Context: an optimization exercise on an open-source flow, tuned for small area, a short achievable clock period and few clock cycles. The choices shown serve that exercise and are no tape-out recipe. Only simulation tests tie the RTL to the original design; equivalence was not proved.

== lane 5 ==
==> flow/design.v <==
module alu(
    input  wire logic [31:0] in1_i,
    input  wire logic [31:0] in2_i,
    input  wire logic [7:0]  sel_i,      
    input  wire logic        cin_i,      
    input  wire logic        right_i,    
    input  wire logic        arith_i,    
    input  wire logic [4:0]  shamt_i,    
    output      logic [31:0] sum_o,      
    output      logic        eq_o,
    output      logic        lt_o,
    output      logic        ltu_o,
    output      logic [31:0] out_o
    );
    logic [32:0] addc;
    logic [31:0] x;
    logic [31:0] sr, sl, rin;
    logic [32:0] srx;
    always_comb begin
        addc  = {in1_i, 1'b1} + {in2_i, cin_i};
        sum_o = addc[32:1];
        x     = in1_i ^ in2_i;
        eq_o  = ~|x;
        ltu_o = in1_i < in2_i;
        lt_o  = ltu_o ^ in1_i[31] ^ in2_i[31];
        for (int i = 0; i < 32; i++) rin[i] = right_i ? in1_i[i] : in1_i[31-i];
        srx = $signed({arith_i & in1_i[31], rin}) >>> shamt_i;
        sr  = srx[31:0];
        for (int i = 0; i < 32; i++) sl[i] = sr[31-i];
        out_o = ({32{sel_i[0]}} & sum_o)
              | ({32{sel_i[1]}} & sl)
              | {31'd0, (sel_i[2] & lt_o) | (sel_i[3] & ltu_o)}
              | ({32{sel_i[4]}} & x)
              | ({32{sel_i[5]}} & sr)
              | ({32{sel_i[6]}} & (in1_i | in2_i))
              | ({32{sel_i[7]}} & (in1_i & in2_i));
    end
endmodule
module register_file(
    input  wire logic        clk,
    input  wire logic [31:0] in_i,
    input  wire logic [4:0]  in_sel_i,
    input  wire logic        in_en_i,
    input  wire logic [4:0]  out_sel_i,
    output      logic [31:0] out_o
    );
    logic [31:0] regs[31:1];
    always_ff @(posedge clk) begin
        for (int i = 1; i < 32; i++)
            if (in_en_i && in_sel_i == i[4:0])
                regs[i] <= in_i;
    end
    always_comb begin
        out_o = 32'd0;
        for (int i = 1; i < 32; i++)
            out_o = out_o | (regs[i] & {32{out_sel_i == i[4:0]}});
    end
endmodule
module decoder(
    input  wire logic [31:0] instr_i,
    output      logic        is_op_o,        
    output      logic        is_upper_o,     
    output      logic        is_lui_o,
    output      logic        is_jal_o,
    output      logic        is_jalr_o,
    output      logic        is_branch_o,
    output      logic        is_mem_o,       
    output      logic        is_store_o,
    output      logic        use_rs2_o,      
    output      logic        wr_rd_o,        
    output      logic [31:0] imm_o,          
    output      logic [31:0] timm_o          
    );
    logic [4:0] op;
    always_comb begin
        op = instr_i[6:2];
        is_op_o     = ~op[4] &  op[2] & ~op[0];
        is_upper_o  = ~op[4] &  op[2] &  op[0];
        is_lui_o    = ~op[4] &  op[3];
        is_jal_o    =  op[4] &  op[1];
        is_jalr_o   =  op[4] & ~op[1] & op[0];
        is_branch_o =  op[4] & ~op[0];
        is_mem_o    = ~op[4] & ~op[2] & ~op[0];
        is_store_o  =  op[3];           
        use_rs2_o   =  op[3] & (op[2] | (op[4] & ~op[0]));
        wr_rd_o     = (op[4] & op[0]) | (~op[4] & op[2]);
        imm_o = {{21{instr_i[31]}}, instr_i[30:25], (~op[4] & ~op[2] & op[3]) ? instr_i[11:7] : instr_i[24:20]};
        if (~op[4])
            timm_o = {instr_i[31:12], 12'd0};
        else if (op[1])
            timm_o = {{12{instr_i[31]}}, instr_i[19:12], instr_i[20], instr_i[30:21], 1'b0};
        else
            timm_o = {{20{instr_i[31]}}, instr_i[7], instr_i[30:25], instr_i[11:8], 1'b0};
    end
endmodule
module processor(
    input wire logic       clk,
    input wire logic       reset_i,
    output      logic        sel_o,
    output      logic [31:0] addr_o,
    output      logic        we_o,
    output      logic [3:0]  wr_mask_o,
    input  wire logic [31:0] data_in_i,
    output      logic [31:0] data_out_o,
    input  wire logic        ack_i
    );
    typedef enum logic [1:0] {
        FETCH,       
        RD,          
        EX,          
        MEM          
    } state_t;
    state_t      state;
    logic [31:0] ir;
    logic [31:2] pc;             
    logic [31:0] op_a;
    logic [31:0] op_b;
    logic [4:0]  shamt;          
    logic        b_fix;          
    logic [7:0]  x_sel;          
    logic        x_link;         
    logic        x_upper;        
    logic        x_sub;
    logic        x_right;
    logic        x_arith;
    logic [31:2] x_tsum;         
    logic [4:0]  ld_rd;
    logic [2:0]  ld_f3;
    logic        w_en;
    logic [4:0]  w_rd;
    logic [31:0] w_val;
    logic        is_op, is_upper, is_lui, is_jal, is_jalr, is_branch;
    logic        is_mem, is_store, use_rs2, wr_rd;
    logic [31:0] imm, timm;
    decoder decoder(
        .instr_i(ir),
        .is_op_o(is_op),
        .is_upper_o(is_upper),
        .is_lui_o(is_lui),
        .is_jal_o(is_jal),
        .is_jalr_o(is_jalr),
        .is_branch_o(is_branch),
        .is_mem_o(is_mem),
        .is_store_o(is_store),
        .use_rs2_o(use_rs2),
        .wr_rd_o(wr_rd),
        .imm_o(imm),
        .timm_o(timm)
    );
    logic [2:0]  f3;
    logic [4:0]  rd, rs1, rs2, in_rs2;
    assign f3     = ir[14:12];
    assign rd     = ir[11:7];
    assign rs1    = ir[19:15];
    assign rs2    = ir[24:20];
    assign in_rs2 = data_in_i[24:20];
    logic [31:0] rf_out;
    register_file register_file(
        .clk(clk),
        .in_i(w_val),
        .in_sel_i(w_rd),
        .in_en_i(w_en),
        .out_sel_i(state == RD ? rs1 : in_rs2),
        .out_o(rf_out)
    );
    logic [31:0] src1, src2;
    assign src1 = (w_en && w_rd == rs1) ? w_val : rf_out;
    assign src2 = b_fix ? w_val : op_b;
    logic        is_sub;
    assign is_sub = is_op & (f3 == 3'b000) & ir[30] & ir[5];
    logic [31:0] alu_sum, alu_out;
    logic        alu_eq, alu_lt, alu_ltu;
    alu alu(
        .in1_i(op_a),
        .in2_i(op_b),
        .sel_i(x_sel),
        .cin_i(x_sub),
        .right_i(x_right),
        .arith_i(x_arith),
        .shamt_i(shamt),
        .sum_o(alu_sum),
        .eq_o(alu_eq),
        .lt_o(alu_lt),
        .ltu_o(alu_ltu),
        .out_o(alu_out)
    );
    logic [31:0] tsum;
    logic        cond, taken;
    logic [31:0] wb_x;
    logic [31:0] ld_val;
    logic [31:2] inc_in, inc;
    logic [3:0]  st_mask;
    always_comb begin
        tsum = ({pc, 2'b00} & {32{~(is_upper & is_lui)}}) + timm;
        case (f3[2:1])
            2'b00:   cond = alu_eq;
            2'b10:   cond = alu_lt;
            default: cond = alu_ltu;
        endcase
        taken = (is_branch & (cond ^ f3[0])) | is_jal | is_jalr;
        wb_x = alu_out
             | ({32{x_link}} & addr_o)
             | ({32{x_upper}} & {x_tsum, 2'b00});
        case (ld_f3[1:0])
            2'b00: begin
                case (addr_o[1:0])
                    2'b00: ld_val[7:0] = data_in_i[7:0];
                    2'b01: ld_val[7:0] = data_in_i[15:8];
                    2'b10: ld_val[7:0] = data_in_i[23:16];
                    default: ld_val[7:0] = data_in_i[31:24];
                endcase
                ld_val[31:8] = {24{~ld_f3[2] & ld_val[7]}};
            end
            2'b01: begin
                ld_val[15:0] = addr_o[1] ? data_in_i[31:16] : data_in_i[15:0];
                ld_val[31:16] = {16{~ld_f3[2] & ld_val[15]}};
            end
            default: ld_val = data_in_i;
        endcase
        inc_in = (state == MEM) ? pc : addr_o[31:2];
        inc    = inc_in + 30'd1;
        case (f3[1:0])
            2'b00:   st_mask = 4'b0001 << alu_sum[1:0];
            2'b01:   st_mask = alu_sum[1] ? 4'b1100 : 4'b0011;
            default: st_mask = 4'b1111;
        endcase
    end
    always_ff @(posedge clk) begin
        w_en  <= 1'b0;
        w_rd  <= rd;
        w_val <= wb_x;
        for (int i = 0; i < 8; i++)
            x_sel[i] <= is_op & (f3 == i[2:0]);
        x_link  <= is_jal | is_jalr;
        x_upper <= is_upper;
        x_sub   <= is_sub;
        x_right <= f3[2];
        x_arith <= f3[2] & ir[30];
        x_tsum  <= tsum[31:2];
        case (state)
            FETCH: begin
                sel_o <= 1'b1;
                if (sel_o && ack_i) begin
                    ir     <= data_in_i;
                    pc     <= addr_o[31:2];
                    op_b   <= rf_out;
                    b_fix  <= 1'b0;
                    addr_o <= {inc, 2'b00};
                    state  <= RD;
                end
            end
            RD: begin
                op_a    <= src1;
                op_b    <= use_rs2 ? (is_sub ? ~src2 : src2) : imm;
                shamt   <= use_rs2 ? src2[4:0] : imm[4:0];
                case (f3[1:0])
                    2'b00:   data_out_o <= {4{src2[7:0]}};
                    2'b01:   data_out_o <= {2{src2[15:0]}};
                    default: data_out_o <= src2;
                endcase
                state <= EX;
            end
            EX: begin
                w_en <= wr_rd & (rd != 5'd0);
                if (ack_i) begin
                    ir     <= data_in_i;
                    pc     <= addr_o[31:2];
                    op_b   <= rf_out;
                    b_fix  <= wr_rd & (rd != 5'd0) & (rd == in_rs2);
                    ld_rd  <= rd;
                    ld_f3  <= f3;
                    if (taken) begin
                        addr_o <= is_jalr ? {alu_sum[31:1], 1'b0} : {x_tsum, 2'b00};
                        state  <= FETCH;
                    end else if (is_mem) begin
                        addr_o    <= alu_sum;
                        we_o      <= is_store;
                        wr_mask_o <= st_mask;
                        state     <= MEM;
                    end else begin
                        addr_o <= {inc, 2'b00};
                        state  <= RD;
                    end
                end
            end
            default: begin   
                w_rd  <= ld_rd;
                w_val <= ld_val;
                if (ack_i) begin
                    w_en   <= ~we_o & (ld_rd != 5'd0);
                    b_fix  <= ~we_o & (ld_rd != 5'd0) & (ld_rd == rs2);
                    we_o   <= 1'b0;
                    addr_o <= {inc, 2'b00};
                    state  <= RD;
                end
            end
        endcase
        if (reset_i) begin
            state  <= FETCH;
            sel_o  <= 1'b0;
            addr_o <= 32'd0;
            we_o   <= 1'b0;
            w_en   <= 1'b0;
        end
    end
endmodule
==> flow/config.mk <==
export PLATFORM = sky130hd
export DESIGN_NAME = processor
export DESIGN_NICKNAME = processor
export VERILOG_FILES = /design/flow/design.v
export SDC_FILE = /design/flow/constraint.sdc
export NUM_CORES = 4
export LEC_CHECK = 0
export CAP_MARGIN = 20
export CORE_MARGIN = 2
export CORE_UTILIZATION = 40
export SLEW_MARGIN = 20
==> flow/constraint.sdc <==
create_clock -name core_clock -period 10.0 [get_ports {clk}]
set_input_delay 2.0000 -clock core_clock [delete_from_list [all_inputs] [get_ports {clk}]]
set_output_delay 2.0000 -clock core_clock [all_outputs]
set_load 0.01 [all_outputs]
standard.sh (not shown) runs the stock make flow with config.mk's settings and CLKGATE_MAP_FILE= SYNTH_SCRIPT=/design/flow/synth_recipe.tcl, a recipe that flattens the netlist after the stock synthesis.
==> flow/flow/run.sh <==
#!/bin/bash
# Standard ORFS layout (the standard.sh) with these changes, all within
# the design's SDC and clock period:
#  - placement not routability-driven;
#  - timing repair aimed below the clock period, held to the worst endpoint;
#  - port buffers start as buf_2 (repair may resize them);
#  - clock tree built from clkbuf_4/clkbuf_8, without dummy loads.
set -euo pipefail
bash standard.sh \
  SETUP_SLACK_MARGIN=6.5 \
  TNS_END_PERCENT=0 \
  GPL_ROUTABILITY_DRIVEN=0 \
  "BUFFER_PORTS_ARGS=-buffer_cell sky130_fd_sc_hd__buf_2" \
  "CTS_ARGS=-sink_clustering_enable -repair_clock_nets -dont_use_dummy_load -buf_list {sky130_fd_sc_hd__clkbuf_4 sky130_fd_sc_hd__clkbuf_8}" \
  finish > orfs_make.log 2>&1
Lane 5 reached the end of the flow, and the finished layout is clean on the timing, DRC and antenna checks.
Testbench counts of lane 5, summed over its fixed seeds: cycles 107,048.
> inputs changed (lane 5 -> lane 2)
-- flow/flow/run.sh --
<<< lane 5, line 4
#  - placement not routability-driven;
>>> lane 2, line 4
<<< lane 5, line 12
  GPL_ROUTABILITY_DRIVEN=0 \
>>> lane 2, line 11
Notes after the runs:
Source-to-sink clock delay at the later pin of the worst-skew pair was lower in the run labelled lane 2. Against lane 5, number of buffers inserted by post-CTS setup repair in lane 2 rose by more than 10%. Lane 2 -> lane 5: number of flops mapped to enable cells by yosys flat. Lane 2 ends up with higher peak fanout along the critical path than lane 5 does. When lane 2 is measured against lane 5, its sequential share of layout area turns out 0.60 points lower.

## re-timing with driven ports
No port has a modelled driver above. Below, the same layouts with a new extraction and two added sets of constraints. Step 1 assumes that a clkbuf_16 drives the clock port and a buf_2 every other input. Step 2 moves the port delays by t, midway between the first and last clock arrival at a register: inputs arrive t later, outputs are due t later. That takes back most of the time a late clock gives input paths. Three values: ideal ports, drivers, drivers and shift; two values: the first two.
| run | t (ns) | setup WS [ns] | worst setup path after step 2 |
|---|---|---|---|
| lane 5 | 0.962 | 6.163 / 6.163 / 5.282 | input to register |
| lane 2 | 0.949 | 6.190 / 6.222 / 5.277 | input to register |
After both steps every run listed still meets setup and hold. For lane 2, which loses most, drivers alone change the setup slack by +0.032 ns; drivers and shift together by -0.913 ns.
